What follows belongs to an exercise in optimizing a design on an open flow for small area and a short achievable clock period; a production flow would make more cautious choices.
No functional check of the RTL was part of any run shown here.
Power and IR drop assume default switching activity.

## flow/design.v (module list and top-level ports; edited modules follow where they fit)
// module correlation_32: 1452 lines
// module pair_min: 24 lines
// module argmin_16: 199 lines
// module fa_cell: 6 lines
// module xor_cell: 5 lines
// module ha_cell: 6 lines
// module RFCorrelator: 28 lines
module RFCorrelator(bit_stream, clk, reset, Target_Num,
num_1, num_2, num_3, num_4, num_5, num_6, num_7, num_8, num_9, num_10, num_11, num_12, num_13, num_14, num_15, num_16, Out_str);
  // ...
==> flow/flow/run.sh <==
#!/bin/bash
# The standard layout (standard.sh) with two changes:
#  - synthesis maps the logic with ABC scripts of our own (flow/abc_*.script):
#    the pair_min module with flow/abc_pair.script, the argmin_16 module with
#    flow/abc_argmin.script, the rest with flow/abc_main.script. Everything
#    else in synthesis is the standard flow's script
#    (synth_recipe.tcl), so the registers are the standard synthesis's.
#  - the port buffers are the smallest buffer (buf_1).
# Each tool's output goes to the ORFS logs under orfs/logs; make's own
# output goes to flow_make.log.
set -euo pipefail
W=$PWD
export MY_ABC_SCRIPT=$W/flow/abc_main.script
export MY_ABC_SEL_SCRIPT=$W/flow/abc_argmin.script
export MY_ABC_PAIR_SCRIPT=$W/flow/abc_pair.script
export BUFFER_PORTS_ARGS="-buffer_cell sky130_fd_sc_hd__buf_1"
cat > $W/my_synth.tcl <<EOF
proc abc {args} {
  set i [lsearch -exact \$args -script]
  if { \$i >= 0 } {
    set a1 \$args
    lset a1 [expr {\$i + 1}] \$::env(MY_ABC_SCRIPT)
    set a2 \$args
    lset a2 [expr {\$i + 1}] \$::env(MY_ABC_SEL_SCRIPT)
    set a3 \$args
    lset a3 [expr {\$i + 1}] \$::env(MY_ABC_PAIR_SCRIPT)
    yosys abc {*}\$a3 pair_min
    yosys abc {*}\$a2 argmin_16
    yosys abc {*}\$a1
    return
  }
  yosys abc {*}\$args
}
source $W/synth_recipe.tcl
EOF
grep -q 'SYNTH_SCRIPT=[^ ]*synth_recipe.tcl' standard.sh
sed "s#SYNTH_SCRIPT=[^ ]*synth_recipe.tcl#SYNTH_SCRIPT=$W/my_synth.tcl#" standard.sh > my_standard.sh
bash my_standard.sh > flow_make.log 2>&1
==> flow/flow/abc_argmin.script <==
strash; dch; map -a; topo; buffer -c; upsize -c; dnsize -c; stime -c
==> flow/flow/abc_main.script <==
strash; dch; map -a; topo; stime -c
==> flow/flow/abc_pair.script <==
strash; dch; map -a; topo; stime -c
==> flow/standard.sh <==
#!/bin/bash
# synth_recipe.tcl (not shown) runs the flow's synth.tcl, then flattens the netlist and writes it again
# the make line also repeats each setting of config.mk as NAME=value (left out here)
make -C /OpenROAD-flow-scripts/flow DESIGN_CONFIG=/design/flow/config.mk WORK_HOME=/design/flow/orfs CLKGATE_MAP_FILE= SYNTH_SCRIPT=/design/flow/synth_recipe.tcl "${@:-finish}"
==> flow/config.mk <==
export PLATFORM = sky130hd
export DESIGN_NAME = RFCorrelator
export DESIGN_NICKNAME = RFCorrelator
export VERILOG_FILES = /design/flow/design.v
export SDC_FILE = /design/flow/constraint.sdc
export NUM_CORES = 4
export LEC_CHECK = 0
export ABC_AREA = 1
export CAP_MARGIN = 20
export CORE_MARGIN = 2
export CORE_UTILIZATION = 40
export CTS_BUF_LIST = sky130_fd_sc_hd__clkbuf_8
export PLACE_DENSITY = 0.6
export SLEW_MARGIN = 20
export SYNTH_HIERARCHICAL = 1
==> flow/constraint.sdc <==
create_clock -name core_clock -period 55.0 [get_ports {clk}]
set_input_delay 11.0000 -clock core_clock [delete_from_list [all_inputs] [get_ports {clk}]]
set_output_delay 11.0000 -clock core_clock [all_outputs]
set_load 0.01 [all_outputs]
==> out/metrics.yaml, run 1 <==
outcome: "no timing/DRC/antenna violations"
num-multi-input-gates: 1401
setup_tns_ns: 0
yosys_most_used_dff: "dfxtp_1"
path_clk_slew_ns: 0.09
via_count: 14800
n_clock_buffer: 17
synthMuxAreaShare: 0.00105
holdWs_ns: 0.351
multi_input_area_share: 0.701
largest_reg_flops: 56
critPathKind: "reg2out"
syn_area_per_cell_um2: 11.6
r2r-start: "Target_Num[1]$_DFFE_PP_"
crit_cells: 20
rsz0062_at_grt: "false"
yosysTopAreaCell: "fa_1"
power_clock_mw: 0.0890
highest_layer: "met4"
final_cell_area_mm2: 0.0225
drv_cap: 0
yosys.area_share.simple: 0.0408
synth_top_cell_area_share: 0.437
postCtsResizedCells: 0
max_slew_margin: 0.400
power_mw: 1.53
==> module argmin_16, before the edit <==
module argmin_16(hpair, best);
  input [55:0] hpair;
  output [3:0] best;
  wire [5:0] r0 = hpair[5:0];
  wire s0 = hpair[6];
  wire [5:0] v0;
  assign v0[0] = r0[0];
  assign v0[1] = r0[1];
  assign v0[2] = r0[2];
  wire v0_s0 = r0[3] ^ r0[4];
  wire v0_c0 = r0[3] & r0[4];
  assign v0[3] = v0_s0;
  wire v0_s1 = r0[5] ^ v0_c0;
  wire v0_c1 = r0[5] & v0_c0;
  assign v0[4] = v0_s1;
  assign v0[5] = v0_c1;
  wire [5:0] r1 = hpair[12:7];
  wire s1 = hpair[13];
  wire [5:0] v1;
  assign v1[0] = r1[0];
  assign v1[1] = r1[1];
  assign v1[2] = r1[2];
  wire v1_s0 = r1[3] ^ r1[4];
  wire v1_c0 = r1[3] & r1[4];
  assign v1[3] = v1_s0;
  wire v1_s1 = r1[5] ^ v1_c0;
  wire v1_c1 = r1[5] & v1_c0;
  assign v1[4] = v1_s1;
  assign v1[5] = v1_c1;
  wire [5:0] r2 = hpair[19:14];
  wire s2 = hpair[20];
  wire [5:0] v2;
  assign v2[0] = r2[0];
  assign v2[1] = r2[1];
  assign v2[2] = r2[2];
  wire v2_s0 = r2[3] ^ r2[4];
  wire v2_c0 = r2[3] & r2[4];
  assign v2[3] = v2_s0;
  wire v2_s1 = r2[5] ^ v2_c0;
  wire v2_c1 = r2[5] & v2_c0;
  assign v2[4] = v2_s1;
  assign v2[5] = v2_c1;
  wire [5:0] r3 = hpair[26:21];
  wire s3 = hpair[27];
  wire [5:0] v3;
  assign v3[0] = r3[0];
  assign v3[1] = r3[1];
  assign v3[2] = r3[2];
  wire v3_s0 = r3[3] ^ r3[4];
  wire v3_c0 = r3[3] & r3[4];
  assign v3[3] = v3_s0;
  wire v3_s1 = r3[5] ^ v3_c0;
  wire v3_c1 = r3[5] & v3_c0;
  assign v3[4] = v3_s1;
  assign v3[5] = v3_c1;
  wire [5:0] r4 = hpair[33:28];
  wire s4 = hpair[34];
  wire [5:0] v4;
  assign v4[0] = r4[0];
  assign v4[1] = r4[1];
  assign v4[2] = r4[2];
  wire v4_s0 = r4[3] ^ r4[4];
  wire v4_c0 = r4[3] & r4[4];
  assign v4[3] = v4_s0;
  wire v4_s1 = r4[5] ^ v4_c0;
  wire v4_c1 = r4[5] & v4_c0;
  assign v4[4] = v4_s1;
  assign v4[5] = v4_c1;
  wire [5:0] r5 = hpair[40:35];
  wire s5 = hpair[41];
  wire [5:0] v5;
  assign v5[0] = r5[0];
  assign v5[1] = r5[1];
  assign v5[2] = r5[2];
  wire v5_s0 = r5[3] ^ r5[4];
  wire v5_c0 = r5[3] & r5[4];
  assign v5[3] = v5_s0;
  wire v5_s1 = r5[5] ^ v5_c0;
  wire v5_c1 = r5[5] & v5_c0;
  assign v5[4] = v5_s1;
  assign v5[5] = v5_c1;
  wire [5:0] r6 = hpair[47:42];
  wire s6 = hpair[48];
  wire [5:0] v6;
  assign v6[0] = r6[0];
  assign v6[1] = r6[1];
  assign v6[2] = r6[2];
  wire v6_s0 = r6[3] ^ r6[4];
  wire v6_c0 = r6[3] & r6[4];
  assign v6[3] = v6_s0;
  wire v6_s1 = r6[5] ^ v6_c0;
  wire v6_c1 = r6[5] & v6_c0;
  assign v6[4] = v6_s1;
  assign v6[5] = v6_c1;
  wire [5:0] r7 = hpair[54:49];
  wire s7 = hpair[55];
  wire [5:0] v7;
  assign v7[0] = r7[0];
  assign v7[1] = r7[1];
  assign v7[2] = r7[2];
  wire v7_s0 = r7[3] ^ r7[4];
  wire v7_c0 = r7[3] & r7[4];
  assign v7[3] = v7_s0;
  wire v7_s1 = r7[5] ^ v7_c0;
  wire v7_c1 = r7[5] & v7_c0;
  assign v7[4] = v7_s1;
  assign v7[5] = v7_c1;
  wire [6:0] l0g0_L01_c;
  assign l0g0_L01_c[0] = 1'b0;
  assign l0g0_L01_c[1] = (~v1[0] & v0[0]) | (l0g0_L01_c[0] & (~v1[0] | v0[0]));
  assign l0g0_L01_c[2] = (~v1[1] & v0[1]) | (l0g0_L01_c[1] & (~v1[1] | v0[1]));
  assign l0g0_L01_c[3] = (~v1[2] & v0[2]) | (l0g0_L01_c[2] & (~v1[2] | v0[2]));
  assign l0g0_L01_c[4] = (~v1[3] & v0[3]) | (l0g0_L01_c[3] & (~v1[3] | v0[3]));
  assign l0g0_L01_c[5] = (~v1[4] & v0[4]) | (l0g0_L01_c[4] & (~v1[4] | v0[4]));
  assign l0g0_L01_c[6] = (~v1[5] & v0[5]) | (l0g0_L01_c[5] & (~v1[5] | v0[5]));
  wire l0g0_L01 = l0g0_L01_c[6];
  wire l0g0_w0 = ~l0g0_L01;
  wire l0g0_w1 = l0g0_L01;
  wire [5:0] l0g0_v = ({6{l0g0_w0}} & v0) | ({6{l0g0_w1}} & v1);
  wire [1:0] l0g0_i = {(l0g0_w1), (({1{l0g0_w0}} & s0) | ({1{l0g0_w1}} & s1))};
  wire [6:0] l0g1_L01_c;
  assign l0g1_L01_c[0] = 1'b0;
  assign l0g1_L01_c[1] = (~v3[0] & v2[0]) | (l0g1_L01_c[0] & (~v3[0] | v2[0]));
  assign l0g1_L01_c[2] = (~v3[1] & v2[1]) | (l0g1_L01_c[1] & (~v3[1] | v2[1]));
  assign l0g1_L01_c[3] = (~v3[2] & v2[2]) | (l0g1_L01_c[2] & (~v3[2] | v2[2]));
  assign l0g1_L01_c[4] = (~v3[3] & v2[3]) | (l0g1_L01_c[3] & (~v3[3] | v2[3]));
  assign l0g1_L01_c[5] = (~v3[4] & v2[4]) | (l0g1_L01_c[4] & (~v3[4] | v2[4]));
  assign l0g1_L01_c[6] = (~v3[5] & v2[5]) | (l0g1_L01_c[5] & (~v3[5] | v2[5]));
  wire l0g1_L01 = l0g1_L01_c[6];
  wire l0g1_w0 = ~l0g1_L01;
  wire l0g1_w1 = l0g1_L01;
  wire [5:0] l0g1_v = ({6{l0g1_w0}} & v2) | ({6{l0g1_w1}} & v3);
  wire [1:0] l0g1_i = {(l0g1_w1), (({1{l0g1_w0}} & s2) | ({1{l0g1_w1}} & s3))};
  wire [6:0] l0g2_L01_c;
  assign l0g2_L01_c[0] = 1'b0;
  assign l0g2_L01_c[1] = (~v5[0] & v4[0]) | (l0g2_L01_c[0] & (~v5[0] | v4[0]));
  assign l0g2_L01_c[2] = (~v5[1] & v4[1]) | (l0g2_L01_c[1] & (~v5[1] | v4[1]));
  assign l0g2_L01_c[3] = (~v5[2] & v4[2]) | (l0g2_L01_c[2] & (~v5[2] | v4[2]));
  assign l0g2_L01_c[4] = (~v5[3] & v4[3]) | (l0g2_L01_c[3] & (~v5[3] | v4[3]));
  assign l0g2_L01_c[5] = (~v5[4] & v4[4]) | (l0g2_L01_c[4] & (~v5[4] | v4[4]));
  assign l0g2_L01_c[6] = (~v5[5] & v4[5]) | (l0g2_L01_c[5] & (~v5[5] | v4[5]));
  wire l0g2_L01 = l0g2_L01_c[6];
  wire l0g2_w0 = ~l0g2_L01;
  wire l0g2_w1 = l0g2_L01;
  wire [5:0] l0g2_v = ({6{l0g2_w0}} & v4) | ({6{l0g2_w1}} & v5);
  wire [1:0] l0g2_i = {(l0g2_w1), (({1{l0g2_w0}} & s4) | ({1{l0g2_w1}} & s5))};
  wire [6:0] l0g3_L01_c;
  assign l0g3_L01_c[0] = 1'b0;
  assign l0g3_L01_c[1] = (~v7[0] & v6[0]) | (l0g3_L01_c[0] & (~v7[0] | v6[0]));
  assign l0g3_L01_c[2] = (~v7[1] & v6[1]) | (l0g3_L01_c[1] & (~v7[1] | v6[1]));
  assign l0g3_L01_c[3] = (~v7[2] & v6[2]) | (l0g3_L01_c[2] & (~v7[2] | v6[2]));
  assign l0g3_L01_c[4] = (~v7[3] & v6[3]) | (l0g3_L01_c[3] & (~v7[3] | v6[3]));
  assign l0g3_L01_c[5] = (~v7[4] & v6[4]) | (l0g3_L01_c[4] & (~v7[4] | v6[4]));
  assign l0g3_L01_c[6] = (~v7[5] & v6[5]) | (l0g3_L01_c[5] & (~v7[5] | v6[5]));
  wire l0g3_L01 = l0g3_L01_c[6];
  wire l0g3_w0 = ~l0g3_L01;
  wire l0g3_w1 = l0g3_L01;
  wire [5:0] l0g3_v = ({6{l0g3_w0}} & v6) | ({6{l0g3_w1}} & v7);
  wire [1:0] l0g3_i = {(l0g3_w1), (({1{l0g3_w0}} & s6) | ({1{l0g3_w1}} & s7))};
  wire [6:0] l1g0_L01_c;
  assign l1g0_L01_c[0] = 1'b0;
  assign l1g0_L01_c[1] = (~l0g1_v[0] & l0g0_v[0]) | (l1g0_L01_c[0] & (~l0g1_v[0] | l0g0_v[0]));
  assign l1g0_L01_c[2] = (~l0g1_v[1] & l0g0_v[1]) | (l1g0_L01_c[1] & (~l0g1_v[1] | l0g0_v[1]));
  assign l1g0_L01_c[3] = (~l0g1_v[2] & l0g0_v[2]) | (l1g0_L01_c[2] & (~l0g1_v[2] | l0g0_v[2]));
  assign l1g0_L01_c[4] = (~l0g1_v[3] & l0g0_v[3]) | (l1g0_L01_c[3] & (~l0g1_v[3] | l0g0_v[3]));
  assign l1g0_L01_c[5] = (~l0g1_v[4] & l0g0_v[4]) | (l1g0_L01_c[4] & (~l0g1_v[4] | l0g0_v[4]));
  assign l1g0_L01_c[6] = (~l0g1_v[5] & l0g0_v[5]) | (l1g0_L01_c[5] & (~l0g1_v[5] | l0g0_v[5]));
  wire l1g0_L01 = l1g0_L01_c[6];
  wire l1g0_w0 = ~l1g0_L01;
  wire l1g0_w1 = l1g0_L01;
  wire [5:0] l1g0_v = ({6{l1g0_w0}} & l0g0_v) | ({6{l1g0_w1}} & l0g1_v);
  wire [2:0] l1g0_i = {(l1g0_w1), (({2{l1g0_w0}} & l0g0_i) | ({2{l1g0_w1}} & l0g1_i))};
  wire [6:0] l1g1_L01_c;
  assign l1g1_L01_c[0] = 1'b0;
  assign l1g1_L01_c[1] = (~l0g3_v[0] & l0g2_v[0]) | (l1g1_L01_c[0] & (~l0g3_v[0] | l0g2_v[0]));
  assign l1g1_L01_c[2] = (~l0g3_v[1] & l0g2_v[1]) | (l1g1_L01_c[1] & (~l0g3_v[1] | l0g2_v[1]));
  assign l1g1_L01_c[3] = (~l0g3_v[2] & l0g2_v[2]) | (l1g1_L01_c[2] & (~l0g3_v[2] | l0g2_v[2]));
  assign l1g1_L01_c[4] = (~l0g3_v[3] & l0g2_v[3]) | (l1g1_L01_c[3] & (~l0g3_v[3] | l0g2_v[3]));
  assign l1g1_L01_c[5] = (~l0g3_v[4] & l0g2_v[4]) | (l1g1_L01_c[4] & (~l0g3_v[4] | l0g2_v[4]));
  assign l1g1_L01_c[6] = (~l0g3_v[5] & l0g2_v[5]) | (l1g1_L01_c[5] & (~l0g3_v[5] | l0g2_v[5]));
  wire l1g1_L01 = l1g1_L01_c[6];
  wire l1g1_w0 = ~l1g1_L01;
  wire l1g1_w1 = l1g1_L01;
  wire [5:0] l1g1_v = ({6{l1g1_w0}} & l0g2_v) | ({6{l1g1_w1}} & l0g3_v);
  wire [2:0] l1g1_i = {(l1g1_w1), (({2{l1g1_w0}} & l0g2_i) | ({2{l1g1_w1}} & l0g3_i))};
  wire [6:0] l2g0_L01_c;
  assign l2g0_L01_c[0] = 1'b0;
  assign l2g0_L01_c[1] = (~l1g1_v[0] & l1g0_v[0]) | (l2g0_L01_c[0] & (~l1g1_v[0] | l1g0_v[0]));
  assign l2g0_L01_c[2] = (~l1g1_v[1] & l1g0_v[1]) | (l2g0_L01_c[1] & (~l1g1_v[1] | l1g0_v[1]));
  assign l2g0_L01_c[3] = (~l1g1_v[2] & l1g0_v[2]) | (l2g0_L01_c[2] & (~l1g1_v[2] | l1g0_v[2]));
  assign l2g0_L01_c[4] = (~l1g1_v[3] & l1g0_v[3]) | (l2g0_L01_c[3] & (~l1g1_v[3] | l1g0_v[3]));
  assign l2g0_L01_c[5] = (~l1g1_v[4] & l1g0_v[4]) | (l2g0_L01_c[4] & (~l1g1_v[4] | l1g0_v[4]));
  assign l2g0_L01_c[6] = (~l1g1_v[5] & l1g0_v[5]) | (l2g0_L01_c[5] & (~l1g1_v[5] | l1g0_v[5]));
  wire l2g0_L01 = l2g0_L01_c[6];
  wire l2g0_w0 = ~l2g0_L01;
  wire l2g0_w1 = l2g0_L01;
  wire [3:0] l2g0_i = {(l2g0_w1), (({3{l2g0_w0}} & l1g0_i) | ({3{l2g0_w1}} & l1g1_i))};
  assign best = l2g0_i;
endmodule
==> run 2, diff against run 1 <==
--- a/flow/design.v
+++ b/flow/design.v
@@ -1591,47 +1591,115 @@
   assign l0g0_L01_c[6] = (~v1[5] & v0[5]) | (l0g0_L01_c[5] & (~v1[5] | v0[5]));
   wire l0g0_L01 = l0g0_L01_c[6];
-  wire l0g0_w0 = ~l0g0_L01;
-  wire l0g0_w1 = l0g0_L01;
-  wire [5:0] l0g0_v = ({6{l0g0_w0}} & v0) | ({6{l0g0_w1}} & v1);
-  wire [1:0] l0g0_i = {(l0g0_w1), (({1{l0g0_w0}} & s0) | ({1{l0g0_w1}} & s1))};
+  wire [6:0] l0g0_L02_c;
+  assign l0g0_L02_c[0] = 1'b0;
+  assign l0g0_L02_c[1] = (~v2[0] & v0[0]) | (l0g0_L02_c[0] & (~v2[0] | v0[0]));
+  assign l0g0_L02_c[2] = (~v2[1] & v0[1]) | (l0g0_L02_c[1] & (~v2[1] | v0[1]));
+  assign l0g0_L02_c[3] = (~v2[2] & v0[2]) | (l0g0_L02_c[2] & (~v2[2] | v0[2]));
+  assign l0g0_L02_c[4] = (~v2[3] & v0[3]) | (l0g0_L02_c[3] & (~v2[3] | v0[3]));
+  assign l0g0_L02_c[5] = (~v2[4] & v0[4]) | (l0g0_L02_c[4] & (~v2[4] | v0[4]));
+  assign l0g0_L02_c[6] = (~v2[5] & v0[5]) | (l0g0_L02_c[5] & (~v2[5] | v0[5]));
+  wire l0g0_L02 = l0g0_L02_c[6];
+  wire [6:0] l0g0_L03_c;
+  assign l0g0_L03_c[0] = 1'b0;
+  assign l0g0_L03_c[1] = (~v3[0] & v0[0]) | (l0g0_L03_c[0] & (~v3[0] | v0[0]));
+  assign l0g0_L03_c[2] = (~v3[1] & v0[1]) | (l0g0_L03_c[1] & (~v3[1] | v0[1]));
+  assign l0g0_L03_c[3] = (~v3[2] & v0[2]) | (l0g0_L03_c[2] & (~v3[2] | v0[2]));
+  assign l0g0_L03_c[4] = (~v3[3] & v0[3]) | (l0g0_L03_c[3] & (~v3[3] | v0[3]));
+  assign l0g0_L03_c[5] = (~v3[4] & v0[4]) | (l0g0_L03_c[4] & (~v3[4] | v0[4]));
+  assign l0g0_L03_c[6] = (~v3[5] & v0[5]) | (l0g0_L03_c[5] & (~v3[5] | v0[5]));
+  wire l0g0_L03 = l0g0_L03_c[6];
+  wire [6:0] l0g0_L12_c;
+  assign l0g0_L12_c[0] = 1'b0;
+  assign l0g0_L12_c[1] = (~v2[0] & v1[0]) | (l0g0_L12_c[0] & (~v2[0] | v1[0]));
+  assign l0g0_L12_c[2] = (~v2[1] & v1[1]) | (l0g0_L12_c[1] & (~v2[1] | v1[1]));
+  assign l0g0_L12_c[3] = (~v2[2] & v1[2]) | (l0g0_L12_c[2] & (~v2[2] | v1[2]));
+  assign l0g0_L12_c[4] = (~v2[3] & v1[3]) | (l0g0_L12_c[3] & (~v2[3] | v1[3]));
+  assign l0g0_L12_c[5] = (~v2[4] & v1[4]) | (l0g0_L12_c[4] & (~v2[4] | v1[4]));
+  assign l0g0_L12_c[6] = (~v2[5] & v1[5]) | (l0g0_L12_c[5] & (~v2[5] | v1[5]));
+  wire l0g0_L12 = l0g0_L12_c[6];
+  wire [6:0] l0g0_L13_c;
+  assign l0g0_L13_c[0] = 1'b0;
+  assign l0g0_L13_c[1] = (~v3[0] & v1[0]) | (l0g0_L13_c[0] & (~v3[0] | v1[0]));
+  assign l0g0_L13_c[2] = (~v3[1] & v1[1]) | (l0g0_L13_c[1] & (~v3[1] | v1[1]));
+  assign l0g0_L13_c[3] = (~v3[2] & v1[2]) | (l0g0_L13_c[2] & (~v3[2] | v1[2]));
+  assign l0g0_L13_c[4] = (~v3[3] & v1[3]) | (l0g0_L13_c[3] & (~v3[3] | v1[3]));
+  assign l0g0_L13_c[5] = (~v3[4] & v1[4]) | (l0g0_L13_c[4] & (~v3[4] | v1[4]));
+  assign l0g0_L13_c[6] = (~v3[5] & v1[5]) | (l0g0_L13_c[5] & (~v3[5] | v1[5]));
+  wire l0g0_L13 = l0g0_L13_c[6];
+  wire [6:0] l0g0_L23_c;
+  assign l0g0_L23_c[0] = 1'b0;
+  assign l0g0_L23_c[1] = (~v3[0] & v2[0]) | (l0g0_L23_c[0] & (~v3[0] | v2[0]));
+  assign l0g0_L23_c[2] = (~v3[1] & v2[1]) | (l0g0_L23_c[1] & (~v3[1] | v2[1]));
+  assign l0g0_L23_c[3] = (~v3[2] & v2[2]) | (l0g0_L23_c[2] & (~v3[2] | v2[2]));
+  assign l0g0_L23_c[4] = (~v3[3] & v2[3]) | (l0g0_L23_c[3] & (~v3[3] | v2[3]));
+  assign l0g0_L23_c[5] = (~v3[4] & v2[4]) | (l0g0_L23_c[4] & (~v3[4] | v2[4]));
+  assign l0g0_L23_c[6] = (~v3[5] & v2[5]) | (l0g0_L23_c[5] & (~v3[5] | v2[5]));
+  wire l0g0_L23 = l0g0_L23_c[6];
+  wire l0g0_w0 = ~l0g0_L01 & ~l0g0_L02 & ~l0g0_L03;
+  wire l0g0_w1 = l0g0_L01 & ~l0g0_L12 & ~l0g0_L13;
+  wire l0g0_w2 = l0g0_L02 & l0g0_L12 & ~l0g0_L23;
+  wire l0g0_w3 = l0g0_L03 & l0g0_L13 & l0g0_L23;
+  wire [5:0] l0g0_v = ({6{l0g0_w0}} & v0) | ({6{l0g0_w1}} & v1) | ({6{l0g0_w2}} & v2) | ({6{l0g0_w3}} & v3);
+  wire [2:0] l0g0_i = {(l0g0_w2 | l0g0_w3), (l0g0_w1 | l0g0_w3), (({1{l0g0_w0}} & s0) | ({1{l0g0_w1}} & s1) | ({1{l0g0_w2}} & s2) | ({1{l0g0_w3}} & s3))};
   wire [6:0] l0g1_L01_c;
   assign l0g1_L01_c[0] = 1'b0;
-  assign l0g1_L01_c[1] = (~v3[0] & v2[0]) | (l0g1_L01_c[0] & (~v3[0] | v2[0]));
-  assign l0g1_L01_c[2] = (~v3[1] & v2[1]) | (l0g1_L01_c[1] & (~v3[1] | v2[1]));
-  assign l0g1_L01_c[3] = (~v3[2] & v2[2]) | (l0g1_L01_c[2] & (~v3[2] | v2[2]));
-  assign l0g1_L01_c[4] = (~v3[3] & v2[3]) | (l0g1_L01_c[3] & (~v3[3] | v2[3]));
-  assign l0g1_L01_c[5] = (~v3[4] & v2[4]) | (l0g1_L01_c[4] & (~v3[4] | v2[4]));
-  assign l0g1_L01_c[6] = (~v3[5] & v2[5]) | (l0g1_L01_c[5] & (~v3[5] | v2[5]));
+  assign l0g1_L01_c[1] = (~v5[0] & v4[0]) | (l0g1_L01_c[0] & (~v5[0] | v4[0]));
+  assign l0g1_L01_c[2] = (~v5[1] & v4[1]) | (l0g1_L01_c[1] & (~v5[1] | v4[1]));
+  assign l0g1_L01_c[3] = (~v5[2] & v4[2]) | (l0g1_L01_c[2] & (~v5[2] | v4[2]));
+  assign l0g1_L01_c[4] = (~v5[3] & v4[3]) | (l0g1_L01_c[3] & (~v5[3] | v4[3]));
+  assign l0g1_L01_c[5] = (~v5[4] & v4[4]) | (l0g1_L01_c[4] & (~v5[4] | v4[4]));
+  assign l0g1_L01_c[6] = (~v5[5] & v4[5]) | (l0g1_L01_c[5] & (~v5[5] | v4[5]));
   wire l0g1_L01 = l0g1_L01_c[6];
-  wire l0g1_w0 = ~l0g1_L01;
-  wire l0g1_w1 = l0g1_L01;
-  wire [5:0] l0g1_v = ({6{l0g1_w0}} & v2) | ({6{l0g1_w1}} & v3);
-  wire [1:0] l0g1_i = {(l0g1_w1), (({1{l0g1_w0}} & s2) | ({1{l0g1_w1}} & s3))};
-  wire [6:0] l0g2_L01_c;
-  assign l0g2_L01_c[0] = 1'b0;
-  assign l0g2_L01_c[1] = (~v5[0] & v4[0]) | (l0g2_L01_c[0] & (~v5[0] | v4[0]));
-  assign l0g2_L01_c[2] = (~v5[1] & v4[1]) | (l0g2_L01_c[1] & (~v5[1] | v4[1]));
-  assign l0g2_L01_c[3] = (~v5[2] & v4[2]) | (l0g2_L01_c[2] & (~v5[2] | v4[2]));
-  assign l0g2_L01_c[4] = (~v5[3] & v4[3]) | (l0g2_L01_c[3] & (~v5[3] | v4[3]));
-  assign l0g2_L01_c[5] = (~v5[4] & v4[4]) | (l0g2_L01_c[4] & (~v5[4] | v4[4]));
-  assign l0g2_L01_c[6] = (~v5[5] & v4[5]) | (l0g2_L01_c[5] & (~v5[5] | v4[5]));
-  wire l0g2_L01 = l0g2_L01_c[6];
-  wire l0g2_w0 = ~l0g2_L01;
-  wire l0g2_w1 = l0g2_L01;
-  wire [5:0] l0g2_v = ({6{l0g2_w0}} & v4) | ({6{l0g2_w1}} & v5);
-  wire [1:0] l0g2_i = {(l0g2_w1), (({1{l0g2_w0}} & s4) | ({1{l0g2_w1}} & s5))};
-  wire [6:0] l0g3_L01_c;
-  assign l0g3_L01_c[0] = 1'b0;
-  assign l0g3_L01_c[1] = (~v7[0] & v6[0]) | (l0g3_L01_c[0] & (~v7[0] | v6[0]));
-  assign l0g3_L01_c[2] = (~v7[1] & v6[1]) | (l0g3_L01_c[1] & (~v7[1] | v6[1]));
-  assign l0g3_L01_c[3] = (~v7[2] & v6[2]) | (l0g3_L01_c[2] & (~v7[2] | v6[2]));
-  assign l0g3_L01_c[4] = (~v7[3] & v6[3]) | (l0g3_L01_c[3] & (~v7[3] | v6[3]));
-  assign l0g3_L01_c[5] = (~v7[4] & v6[4]) | (l0g3_L01_c[4] & (~v7[4] | v6[4]));
-  assign l0g3_L01_c[6] = (~v7[5] & v6[5]) | (l0g3_L01_c[5] & (~v7[5] | v6[5]));
-  wire l0g3_L01 = l0g3_L01_c[6];
-  wire l0g3_w0 = ~l0g3_L01;
-  wire l0g3_w1 = l0g3_L01;
-  wire [5:0] l0g3_v = ({6{l0g3_w0}} & v6) | ({6{l0g3_w1}} & v7);
-  wire [1:0] l0g3_i = {(l0g3_w1), (({1{l0g3_w0}} & s6) | ({1{l0g3_w1}} & s7))};
+  wire [6:0] l0g1_L02_c;
+  assign l0g1_L02_c[0] = 1'b0;
+  assign l0g1_L02_c[1] = (~v6[0] & v4[0]) | (l0g1_L02_c[0] & (~v6[0] | v4[0]));
+  assign l0g1_L02_c[2] = (~v6[1] & v4[1]) | (l0g1_L02_c[1] & (~v6[1] | v4[1]));
+  assign l0g1_L02_c[3] = (~v6[2] & v4[2]) | (l0g1_L02_c[2] & (~v6[2] | v4[2]));
+  assign l0g1_L02_c[4] = (~v6[3] & v4[3]) | (l0g1_L02_c[3] & (~v6[3] | v4[3]));
+  assign l0g1_L02_c[5] = (~v6[4] & v4[4]) | (l0g1_L02_c[4] & (~v6[4] | v4[4]));
+  assign l0g1_L02_c[6] = (~v6[5] & v4[5]) | (l0g1_L02_c[5] & (~v6[5] | v4[5]));
+  wire l0g1_L02 = l0g1_L02_c[6];
+  wire [6:0] l0g1_L03_c;
+  assign l0g1_L03_c[0] = 1'b0;
+  assign l0g1_L03_c[1] = (~v7[0] & v4[0]) | (l0g1_L03_c[0] & (~v7[0] | v4[0]));
+  assign l0g1_L03_c[2] = (~v7[1] & v4[1]) | (l0g1_L03_c[1] & (~v7[1] | v4[1]));
+  assign l0g1_L03_c[3] = (~v7[2] & v4[2]) | (l0g1_L03_c[2] & (~v7[2] | v4[2]));
+  assign l0g1_L03_c[4] = (~v7[3] & v4[3]) | (l0g1_L03_c[3] & (~v7[3] | v4[3]));
+  assign l0g1_L03_c[5] = (~v7[4] & v4[4]) | (l0g1_L03_c[4] & (~v7[4] | v4[4]));
+  assign l0g1_L03_c[6] = (~v7[5] & v4[5]) | (l0g1_L03_c[5] & (~v7[5] | v4[5]));
+  wire l0g1_L03 = l0g1_L03_c[6];
+  wire [6:0] l0g1_L12_c;
+  assign l0g1_L12_c[0] = 1'b0;
+  assign l0g1_L12_c[1] = (~v6[0] & v5[0]) | (l0g1_L12_c[0] & (~v6[0] | v5[0]));
+  assign l0g1_L12_c[2] = (~v6[1] & v5[1]) | (l0g1_L12_c[1] & (~v6[1] | v5[1]));
+  assign l0g1_L12_c[3] = (~v6[2] & v5[2]) | (l0g1_L12_c[2] & (~v6[2] | v5[2]));
+  assign l0g1_L12_c[4] = (~v6[3] & v5[3]) | (l0g1_L12_c[3] & (~v6[3] | v5[3]));
+  assign l0g1_L12_c[5] = (~v6[4] & v5[4]) | (l0g1_L12_c[4] & (~v6[4] | v5[4]));
+  assign l0g1_L12_c[6] = (~v6[5] & v5[5]) | (l0g1_L12_c[5] & (~v6[5] | v5[5]));
+  wire l0g1_L12 = l0g1_L12_c[6];
+  wire [6:0] l0g1_L13_c;
+  assign l0g1_L13_c[0] = 1'b0;
+  assign l0g1_L13_c[1] = (~v7[0] & v5[0]) | (l0g1_L13_c[0] & (~v7[0] | v5[0]));
+  assign l0g1_L13_c[2] = (~v7[1] & v5[1]) | (l0g1_L13_c[1] & (~v7[1] | v5[1]));
+  assign l0g1_L13_c[3] = (~v7[2] & v5[2]) | (l0g1_L13_c[2] & (~v7[2] | v5[2]));
+  assign l0g1_L13_c[4] = (~v7[3] & v5[3]) | (l0g1_L13_c[3] & (~v7[3] | v5[3]));
+  assign l0g1_L13_c[5] = (~v7[4] & v5[4]) | (l0g1_L13_c[4] & (~v7[4] | v5[4]));
+  assign l0g1_L13_c[6] = (~v7[5] & v5[5]) | (l0g1_L13_c[5] & (~v7[5] | v5[5]));
+  wire l0g1_L13 = l0g1_L13_c[6];
+  wire [6:0] l0g1_L23_c;
+  assign l0g1_L23_c[0] = 1'b0;
+  assign l0g1_L23_c[1] = (~v7[0] & v6[0]) | (l0g1_L23_c[0] & (~v7[0] | v6[0]));
+  assign l0g1_L23_c[2] = (~v7[1] & v6[1]) | (l0g1_L23_c[1] & (~v7[1] | v6[1]));
+  assign l0g1_L23_c[3] = (~v7[2] & v6[2]) | (l0g1_L23_c[2] & (~v7[2] | v6[2]));
+  assign l0g1_L23_c[4] = (~v7[3] & v6[3]) | (l0g1_L23_c[3] & (~v7[3] | v6[3]));
+  assign l0g1_L23_c[5] = (~v7[4] & v6[4]) | (l0g1_L23_c[4] & (~v7[4] | v6[4]));
+  assign l0g1_L23_c[6] = (~v7[5] & v6[5]) | (l0g1_L23_c[5] & (~v7[5] | v6[5]));
+  wire l0g1_L23 = l0g1_L23_c[6];
+  wire l0g1_w0 = ~l0g1_L01 & ~l0g1_L02 & ~l0g1_L03;
+  wire l0g1_w1 = l0g1_L01 & ~l0g1_L12 & ~l0g1_L13;
+  wire l0g1_w2 = l0g1_L02 & l0g1_L12 & ~l0g1_L23;
+  wire l0g1_w3 = l0g1_L03 & l0g1_L13 & l0g1_L23;
+  wire [5:0] l0g1_v = ({6{l0g1_w0}} & v4) | ({6{l0g1_w1}} & v5) | ({6{l0g1_w2}} & v6) | ({6{l0g1_w3}} & v7);
+  wire [2:0] l0g1_i = {(l0g1_w2 | l0g1_w3), (l0g1_w1 | l0g1_w3), (({1{l0g1_w0}} & s4) | ({1{l0g1_w1}} & s5) | ({1{l0g1_w2}} & s6) | ({1{l0g1_w3}} & s7))};
   wire [6:0] l1g0_L01_c;
   assign l1g0_L01_c[0] = 1'b0;
@@ -1645,32 +1713,6 @@
   wire l1g0_w0 = ~l1g0_L01;
   wire l1g0_w1 = l1g0_L01;
-  wire [5:0] l1g0_v = ({6{l1g0_w0}} & l0g0_v) | ({6{l1g0_w1}} & l0g1_v);
-  wire [2:0] l1g0_i = {(l1g0_w1), (({2{l1g0_w0}} & l0g0_i) | ({2{l1g0_w1}} & l0g1_i))};
-  wire [6:0] l1g1_L01_c;
-  assign l1g1_L01_c[0] = 1'b0;
-  assign l1g1_L01_c[1] = (~l0g3_v[0] & l0g2_v[0]) | (l1g1_L01_c[0] & (~l0g3_v[0] | l0g2_v[0]));
-  assign l1g1_L01_c[2] = (~l0g3_v[1] & l0g2_v[1]) | (l1g1_L01_c[1] & (~l0g3_v[1] | l0g2_v[1]));
-  assign l1g1_L01_c[3] = (~l0g3_v[2] & l0g2_v[2]) | (l1g1_L01_c[2] & (~l0g3_v[2] | l0g2_v[2]));
-  assign l1g1_L01_c[4] = (~l0g3_v[3] & l0g2_v[3]) | (l1g1_L01_c[3] & (~l0g3_v[3] | l0g2_v[3]));
-  assign l1g1_L01_c[5] = (~l0g3_v[4] & l0g2_v[4]) | (l1g1_L01_c[4] & (~l0g3_v[4] | l0g2_v[4]));
-  assign l1g1_L01_c[6] = (~l0g3_v[5] & l0g2_v[5]) | (l1g1_L01_c[5] & (~l0g3_v[5] | l0g2_v[5]));
-  wire l1g1_L01 = l1g1_L01_c[6];
-  wire l1g1_w0 = ~l1g1_L01;
-  wire l1g1_w1 = l1g1_L01;
-  wire [5:0] l1g1_v = ({6{l1g1_w0}} & l0g2_v) | ({6{l1g1_w1}} & l0g3_v);
-  wire [2:0] l1g1_i = {(l1g1_w1), (({2{l1g1_w0}} & l0g2_i) | ({2{l1g1_w1}} & l0g3_i))};
-  wire [6:0] l2g0_L01_c;
-  assign l2g0_L01_c[0] = 1'b0;
-  assign l2g0_L01_c[1] = (~l1g1_v[0] & l1g0_v[0]) | (l2g0_L01_c[0] & (~l1g1_v[0] | l1g0_v[0]));
-  assign l2g0_L01_c[2] = (~l1g1_v[1] & l1g0_v[1]) | (l2g0_L01_c[1] & (~l1g1_v[1] | l1g0_v[1]));
-  assign l2g0_L01_c[3] = (~l1g1_v[2] & l1g0_v[2]) | (l2g0_L01_c[2] & (~l1g1_v[2] | l1g0_v[2]));
-  assign l2g0_L01_c[4] = (~l1g1_v[3] & l1g0_v[3]) | (l2g0_L01_c[3] & (~l1g1_v[3] | l1g0_v[3]));
-  assign l2g0_L01_c[5] = (~l1g1_v[4] & l1g0_v[4]) | (l2g0_L01_c[4] & (~l1g1_v[4] | l1g0_v[4]));
-  assign l2g0_L01_c[6] = (~l1g1_v[5] & l1g0_v[5]) | (l2g0_L01_c[5] & (~l1g1_v[5] | l1g0_v[5]));
-  wire l2g0_L01 = l2g0_L01_c[6];
-  wire l2g0_w0 = ~l2g0_L01;
-  wire l2g0_w1 = l2g0_L01;
-  wire [3:0] l2g0_i = {(l2g0_w1), (({3{l2g0_w0}} & l1g0_i) | ({3{l2g0_w1}} & l1g1_i))};
-  assign best = l2g0_i;
+  wire [3:0] l1g0_i = {(l1g0_w1), (({3{l1g0_w0}} & l0g0_i) | ({3{l1g0_w1}} & l0g1_i))};
+  assign best = l1g0_i;
 endmodule
 module fa_cell(a, b, c, s, co);
==> run 2 against run 1 <==
Effect of this change:
- critical path type unchanged
- non-clock buffer count grew 1
- hold slack worse by 0.0051 ns
- total power is 3.6% lower
- critical endpoint is now Out_str[0]
- flip-flop and latch count did not move
- setup slack improved by 0.40 ns
- clock-buffer cell count unchanged
- still clean
- synthesized area rose by 1.2%
- core utilization decreased by 0.22 points
- maximum frequency rose by 2.5%
==> out/metrics.yaml, run 2 <==
max_freq_mhz: 63.6
drcViolationCount: 0
io_pins: 551
critPathLaunch: "hpair_reg[3]$_DFF_P_"
peakVddDrop_v: 0.0000388
finalCriticalPeriod_ns: 15.71
post_cts_buffers: 0
cts_tree: "done"
cp_common_cell: "a21oi_1"
die_w_um: 224
final_common_cell: "buf_1"
p_leak_nw: 8.95
syn_area_per_cell_um2: 11.5  # -0.66%
rows: 80
numCtsBuffers: 17
crit_fanout: 6
via_count: 15500  # +4.5%
hold_end: "shift_reg[19]$_DFF_P_"
wirelength_um: 74200
worstPathArrival_ns: 4.71
seqPwrFrac: 0.108
synth-seq-cells: 126
dieArea_mm2: 0.0500
grt_overflow: 0
synth_area_leaders: "fa_1, xor2_1, dfxtp_1, edfxtp_1, ha_1"
swShare: 0.552
skew_ns: 0.0221
clkSinkCount: 126
clockPowerShare: 0.060
routabilityCongestion: 0.985
yosysSeqAreaShare: 0.147
clk_path_buf_depth: 2
slew_viol_final: 0
holdWs_ns: 0.346  # -0.00507 ns
antenna_found_initial: 2
portBuffers: 550
layout_common_cells: "buf_1, xor2_1, fa_1"
min_from: "shift_reg[20]$_DFF_P_"
vias_per_cell: 5.34
syn-num-nets: 2666
setup_viol_count_final: 0
hpwl_um: 59900
first_iter_violations: 1281
finalHoldViolCount: 0
min_period_over_period: 0.286
initial_core_util: 0.405
hold_class: "reg2reg"
final_cells: 2903
drv_cap: 0  # unchanged
multi_input_area_mm2: 0.0160
synth_area_mm2: 0.0193
r2r-end: "hpair_reg[42]$_DFF_P_"
final_core_util: 0.479
synth_top_cell_area_share: 0.432  # -0.00527
comb_power_share: 0.832
grt_max_degree: 33
fin_ws_ns: 39.29
synth_commonest_cells: "xor2_1, fa_1, dfxtp_1"
startpoint_type: "flop"
worst_pin_slew_ns: 1.01
power_mw: 1.48  # -3.6%
reg2reg_setup_slack_ns: 49.01
worst-path-buf-inv: 3
hold_depth: 0
postCtsResizedCells: 0  # unchanged
die_h_um: 224
max_slew_margin: 0.324  # -0.0762
outcome: "no timing/DRC/antenna violations"
critPathKind: "reg2out"
synth_cell_types: 39
post-place-ws_ns: 39.33
path_cells: "ha_1 > inv_1 > a221oi_1 > a21oi_1 > a21oi_1 > a21oi_1 > maj3_2 > nor3_1 > inv_2 > o22ai_1 > a21oi_1 > o21ai_0 > o2111ai_1 > a21oi_1 > maj3_2 > maj3_2 > maj3_2 > nand2_1 > o21ai_2 > a211oi_2 > a41oi_1 > buf_1"
clk_latency_ns: 0.45
cts_root_buf: "clkbuf_8"
cts.hold.buffers_added: 0
r2r-start: "Target_Num[11]$_DFFE_PP_"
fillers: 4454
drtAntennaViolNets: 0
synth-async-reset-ratio: 0
yosysTopAreaCell: "fa_1"
ff_latch_area_mm2: 0.00284
crit_family: "compound AO/OA/AOI/OAI gates"
yosys_most_used_dff: "dfxtp_1"
dp.cells: 2869
final_cell_area_mm2: 0.0228  # +1.5%
syn_inst: 1670
slowest_stage: "nor3_1"
synth_most_common_cell: "xor2_1"
grt_usage: 0.300
rsz0062_at_grt: "false"
reg2reg_depth: 15
core_mm2: 0.0476
post_drt_wl_per_cell_um: 25.6
ys_warn_count: 7
cp-end-kind: "primary output"
grt_pass1_vias: 16900
slowest_delay_ns: 0.44
p_int_mw: 0.661
largest_reg_flops: 56  # unchanged
powerDensity_mw_per_mm2: 64.7
area_delta_synth_final_pct: 18.4
dpl_cell_area_mm2: 0.0224
drive_gt1_frac: 0.0398
dr.pass1.iters: 5
nNetsFinal: 3269
grt_pass1_wl_um: 107000
cts.htree.levels: 4
path_clk_slew_ns: 0.09  # about the same
setup_tns_ns: 0  # unchanged
required_ns: 44.00
synth_edf_count: 32
power.switching_mw: 0.815
## run 2: cell types whose count changed after synthesis, moves of 4 or more
cell,delta
inv_1,+23
nand2_1,-22
o22ai_1,+20
a221oi_1,+10
a21oi_1,-8
a31oi_1,+6
o221ai_1,+6
o21ai_0,-5
a22oi_1,+4
nor3_1,+4
## run 2: layout make-up
| class | count | area share |
|---|---|---|
| timing repair buffer | 585 | 0.103 |
| sequential | 126 | 0.125 |
| antenna | 2 | 0.000219 |
| inverter | 130 | 0.0214 |
| clock inverter | 15 | 0.00849 |
| multi-input combinational | 1413 | 0.699 |
| tap | 615 | 0.0337 |
| clock buffer | 17 | 0.0102 |
## run 2: cells by family after synthesis
logic type,Yosys count,synth area share
XOR/XNOR,512,0.232
adder cells (fa/ha/maj),485,0.476
AND/OR/NAND/NOR,164,0.0358
AO/OA/AOI/OAI,252,0.0824
buffers and inverters,131,0.0257
flip-flops,126,0.147
## run 2: power by group through the flow
stage	logic, mW	registers, mW	clock network (mW)
floorplan	0.904	0.150	0
global placement	1.19	0.161	0
detailed placement	1.21	0.161	0
CTS	1.22	0.159	0.0903
global route	1.40	0.161	0.0947
finish	1.23	0.159	0.0885
## run 2: worst reg2reg max path, delay by kind of cell (launching register included)
kind | cells | cell delay (ns)
AOI/OAI and AO/OA | 3 | 0.51
xor gates and xnor gates | 1 | 0.24
adders and majority gates | 7 | 3.01
buffers and inverters | 2 | 0.58
DFF | 1 | 1.03
and+or+nand+nor | 2 | 0.54
## run 2: metal layers
layer,part of all wire,up-vias,GRT usage
met1,0.41,7978,0.406
met4,0.028,0,0.0839
met2,0.49,737,0.502
met3,0.071,106,0.0470
met5,0,-,0
li1,-,6685,-
## run 2: worst max-delay path by stage
stage                            end  slack [ns]  cells after the start
2_1_floorplan  hpair_reg[10]$_DFF_P_       39.90                     15
3_3_place_gp   hpair_reg[33]$_DFF_P_       39.44                     16
3_5_place_dp   hpair_reg[10]$_DFF_P_       39.33                     16
4_1_cts                   Out_str[0]       39.30                     22
5_1_grt                   Out_str[0]       38.88                     24
6_report                  Out_str[0]       39.29                     22
## run 2: modules after synthesis, one instance, submodules excluded, excerpt
module        cells inside  times used  flip-flops and latches
RFCorrelator           146           1                     126
argmin_16              244           1                       0
pair_min                38           8                       0
fa_cell                  1         416                       0
ha_cell                  1          48                       0
xor_cell                 1         512                       0

## port drivers added, routing unchanged
Ports are ideal in the flow. The routed layouts listed here were re-timed in OpenROAD. Step 1: set_driving_cell puts a clkbuf_16 on clk and a buf_2 on each other input, an assumption about the parent block. Step 2, shift: input delay + t, output delay - t, t = (earliest + latest rising clock arrival at the registers) / 2. This alone moves slack from input paths to output paths. Slacks: ideal ports / drivers / drivers and shift; pairs: ideal ports / drivers.
run	t (ns)	slack for setup (ns)	worst setup path after step 2	worst data-port slew with drivers (ns)
run 1	0.490	38.887 / 38.840 / 39.250	input to register	0.09
run 2	0.486	39.287 / 39.237 / 39.296	input to register	0.09
After both steps every run listed still meets setup and hold.
